This is an optimization exercise on Yosys and OpenROAD, whose aim is small area, not a production implementation.
RTL that was checked went through simulation tests only; none was proved equivalent to the original.
Power figures rest on the tool's default switching activity, not on a simulated workload.

// alu
module alu (
    input wire clk,
    input wire reset,
    input wire [3:0] opcode,
    input wire [15:0] operand_a,
    input wire [15:0] operand_b,
    output reg [15:0] result,
    output wire overflow_flag
);
Size in the first run: ~650 cells after synthesis.
==> flow/config.mk <==
export PLATFORM = sky130hd
export DESIGN_NAME = alu
export DESIGN_NICKNAME = alu
export VERILOG_FILES = /design/flow/design.v
export SDC_FILE = /design/flow/constraint.sdc
export NUM_CORES = 4
export LEC_CHECK = 0
export CAP_MARGIN = 0
export CORE_MARGIN = 2
export CORE_UTILIZATION = 80
export CTS_BUF_LIST = sky130_fd_sc_hd__clkbuf_4
export GPL_TIMING_DRIVEN = 0
export SLEW_MARGIN = 0
export SYNTH_HIERARCHICAL = 1
export SYNTH_MINIMUM_KEEP_SIZE = 0
==> flow/constraint.sdc <==
create_clock -name core_clock -period 6.5 [get_ports {clk}]
set_input_delay 1.3000 -clock core_clock [delete_from_list [all_inputs] [get_ports {clk}]]
set_output_delay 1.3000 -clock core_clock [all_outputs]
set_load 0.01 [all_outputs]
standard.sh (not shown) runs the stock make flow with config.mk's settings and CLKGATE_MAP_FILE= SYNTH_SCRIPT=/design/flow/synth_recipe.tcl, a recipe that flattens the netlist after the stock synthesis.
==> flow/flow/run.sh <==
#!/bin/bash
# Layout flow: the standard flow (standard.sh), with two changes:
#  - synthesis is the standard synthesis script, except that the final ABC
#    mapping uses an area-oriented script (flow/abc_area.script) instead of
#    ORFS's delay-oriented one; timing is then repaired by OpenROAD as usual.
#  - port buffers are sky130_fd_sc_hd__buf_1 instead of the default choice.
# Each tool's output goes to a log file in this folder.
set -euo pipefail
W=$(pwd)
ABC=$W/flow/abc_area.script
# synthesis script: ORFS synth.tcl with the abc script swapped
sed "s#^  log_cmd abc {\*}\$abc_args#  lset abc_args 1 $ABC\n  log_cmd abc {*}\$abc_args#" \
  "$FLOW_HOME/scripts/synth.tcl" > "$W/synth_area.tcl"
grep -q "lset abc_args 1" "$W/synth_area.tcl"
sed "s#^source .*synth.tcl\$#source $W/synth_area.tcl#" "$W/synth_recipe.tcl" > "$W/synth_recipe_area.tcl"
grep -q "synth_area.tcl" "$W/synth_recipe_area.tcl"
bash standard.sh SYNTH_SCRIPT="$W/synth_recipe_area.tcl" \
  BUFFER_PORTS_ARGS="-buffer_cell sky130_fd_sc_hd__buf_1" finish > "$W/standard.log" 2>&1
==> flow/flow/abc_area.script <==
&get -n
&st
&dch
&nf -R 1000
&put
topo
stime -c
The starting point failed in global routing (5_1_grt), error GRT-0232.
Change:
Settings changed: CORE_UTILIZATION 80 to 65.
Effect: This time the run completed, yet does not pass: capacitance limit, slew limit. Area after synthesis is unchanged. Synthesized cell count stays the same.

========
alu again, from the RTL that the note above started with.
Settings: LEC_CHECK=0, CAP_MARGIN=20, CORE_MARGIN=2, CORE_UTILIZATION=40, GPL_TIMING_DRIVEN=0, SLEW_MARGIN=20, SYNTH_HIERARCHICAL=1, SYNTH_MINIMUM_KEEP_SIZE=0; clock period 6.5 ns.
Scripts as last shown in full above: flow/flow/run.sh, flow/flow/abc_area.script
==> next run, changes <==
- CORE_UTILIZATION: 40 -> 65
- CTS_BUF_LIST: unset -> sky130_fd_sc_hd__clkbuf_4
=> Hold slack got worse by 0.089 ns. Via count increases by 3.1%. Worst setup slack degrades by 0.030 ns.

========
Setup of rev 12:
Another version of the RTL of alu (not shown whole).
Size: ~16 flip-flops, about 6400 um^2 of cells after synthesis.
==> flow/config.mk <==
export PLATFORM = sky130hd
export DESIGN_NAME = alu
export DESIGN_NICKNAME = alu
export VERILOG_FILES = /design/flow/design.v
export SDC_FILE = /design/flow/constraint.sdc
export NUM_CORES = 4
export LEC_CHECK = 0
export CAP_MARGIN = 20
export CORE_MARGIN = 2
export CORE_UTILIZATION = 40
export SLEW_MARGIN = 20
==> flow/constraint.sdc <==
create_clock -name core_clock -period 6.5 [get_ports {clk}]
set_input_delay 1.3000 -clock core_clock [delete_from_list [all_inputs] [get_ports {clk}]]
set_output_delay 1.3000 -clock core_clock [all_outputs]
set_load 0.01 [all_outputs]
run.sh (not shown) runs the stock make flow with config.mk's settings and CLKGATE_MAP_FILE= SYNTH_SCRIPT=/design/flow/synth_recipe.tcl, a recipe that flattens the netlist after the stock synthesis.
Stock flow here: none of the scripts above is used.
Setup changes, rev 12 to rev 13
Settings: setting GPL_TIMING_DRIVEN to 0 for the first time.
Results
- Rev 13 has final instance count without filler cells below what rev 12 had.
- Diff rev 12 -> rev 13 | maximum frequency | decrease of about 1.7%
- Rev 13 does worse than rev 12 on worst hold slack.
- Summary — number of instances in the placed design, rev 13 relative to rev 12: lower, by 154.
- Going from rev 12 to rev 13, the maximum number of pins on one net before global-route repair was found to have gone down by 1.
- In rev 13, the worst setup slack after layout came out 0.11 ns below the value in rev 12.

========
alu, a different RTL version from the one above (not shown whole).
Size: about 560 cells after synthesis, roughly 55 I/O pins, ~0.0049 mm2 of cells after synthesis.
// alu
module alu (
    input wire clk,
    input wire reset,
    input wire [3:0] opcode,
    input wire [15:0] operand_a,
    input wire [15:0] operand_b,
    output reg [15:0] result,
    output wire overflow_flag
);
  wire        sub = ~opcode[1] & (opcode[0] ^ opcode[2]);
  wire [15:0] bx = operand_b ^ {16{sub}};
  wire ap0 = operand_a[0] ^ bx[0];
  wire ag0 = operand_a[0] & bx[0];
  wire ap1 = operand_a[1] ^ bx[1];
  wire ag1 = operand_a[1] & bx[1];
  wire ap2 = operand_a[2] ^ bx[2];
  wire ag2 = operand_a[2] & bx[2];
  wire ap3 = operand_a[3] ^ bx[3];
  wire ag3 = operand_a[3] & bx[3];
  wire ap4 = operand_a[4] ^ bx[4];
  wire ag4 = operand_a[4] & bx[4];
  wire ap5 = operand_a[5] ^ bx[5];
  wire ag5 = operand_a[5] & bx[5];
  wire ap6 = operand_a[6] ^ bx[6];
  wire ag6 = operand_a[6] & bx[6];
  wire ap7 = operand_a[7] ^ bx[7];
  wire ag7 = operand_a[7] & bx[7];
  wire ap8 = operand_a[8] ^ bx[8];
  wire ag8 = operand_a[8] & bx[8];
  wire ap9 = operand_a[9] ^ bx[9];
  wire ag9 = operand_a[9] & bx[9];
  wire ap10 = operand_a[10] ^ bx[10];
  wire ag10 = operand_a[10] & bx[10];
  wire ap11 = operand_a[11] ^ bx[11];
  wire ag11 = operand_a[11] & bx[11];
  wire ap12 = operand_a[12] ^ bx[12];
  wire ag12 = operand_a[12] & bx[12];
  wire ap13 = operand_a[13] ^ bx[13];
  wire ag13 = operand_a[13] & bx[13];
  wire ap14 = operand_a[14] ^ bx[14];
  wire ag14 = operand_a[14] & bx[14];
  wire ap15 = operand_a[15] ^ bx[15];
  wire ag15 = operand_a[15] & bx[15];
  wire agc0 = ag0 | (ap0 & sub);
  wire aG1_1 = ag1 | (ap1 & agc0);
  wire aP1_1 = ap1 & ap0;
  ...
export LEC_CHECK = 0
export CAP_MARGIN = 10
export CORE_MARGIN = 2
export CORE_UTILIZATION = 72
export CTS_BUF_LIST = sky130_fd_sc_hd__clkbuf_4
export GPL_TIMING_DRIVEN = 0
export SLEW_MARGIN = 10
export SYNTH_HIERARCHICAL = 1
export SYNTH_MINIMUM_KEEP_SIZE = 0
create_clock -name core_clock -period 6.5 [get_ports {clk}]
standard.sh (not shown) runs the stock make flow with config.mk's settings and CLKGATE_MAP_FILE= SYNTH_SCRIPT=/design/flow/synth_recipe.tcl, a recipe that flattens the netlist after the stock synthesis.
==> flow/flow/abc_area.script <==
&get -n
&st
&dc2
&dch -f
&nf -R 1000
&put
topo
stime -c
Scripts as last shown in full above: flow/flow/run.sh
Edit:
--- a/flow/config.mk
+++ b/flow/config.mk
@@ -8 +8 @@
-export CAP_MARGIN = 10
+export CAP_MARGIN = 20
@@ -13 +13 @@
-export SLEW_MARGIN = 10
+export SLEW_MARGIN = 20
After rerunning: Cell count went up slightly. Utilization came out lower by 0.11 points. Power came out lower slightly. Via count went down slightly. Worst hold slack improved by 14 ps. Combinational power barely changes.
No run of this note included a check of the RTL's function; only the layout flow was run.

## static timing again, ports no longer ideal
No port has a modelled driver above. Below, the same layouts with a new extraction and two added sets of constraints. Step 1 assumes that a clkbuf_16 drives the clock port and a buf_2 every other input. Step 2, shift: input delay + t, output delay - t, t = (earliest + latest rising clock arrival at the registers) / 2. This alone moves slack from input paths to output paths. a / b / c = ideal ports / drivers / drivers and shift; a / b = the first two.
run | shift t [ns] | slack for setup (ns) | worst setup path after step 2
the second run of note 1 | 0.304 | 0.216 / 0.211 / -0.093 | input to register
the first run of note 2 | 0.272 | 0.265 / 0.245 / -0.027 | input to register
the second run of note 2 | 0.319 | 0.235 / 0.230 / -0.088 | input to register
rev 12 | 0.283 | 0.257 / 0.268 / -0.015 | input to register
rev 13 | 0.280 | 0.149 / 0.153 / -0.127 | input to register
the first run of note 4 | 0.295 | 0.109 / 0.090 / -0.206 | input to register
the second run of note 4 | 0.288 | 0.147 / 0.117 / -0.171 | input to register
For the second run of note 2, which loses most, drivers alone change the setup slack by -0.005 ns; drivers and shift together by -0.323 ns.
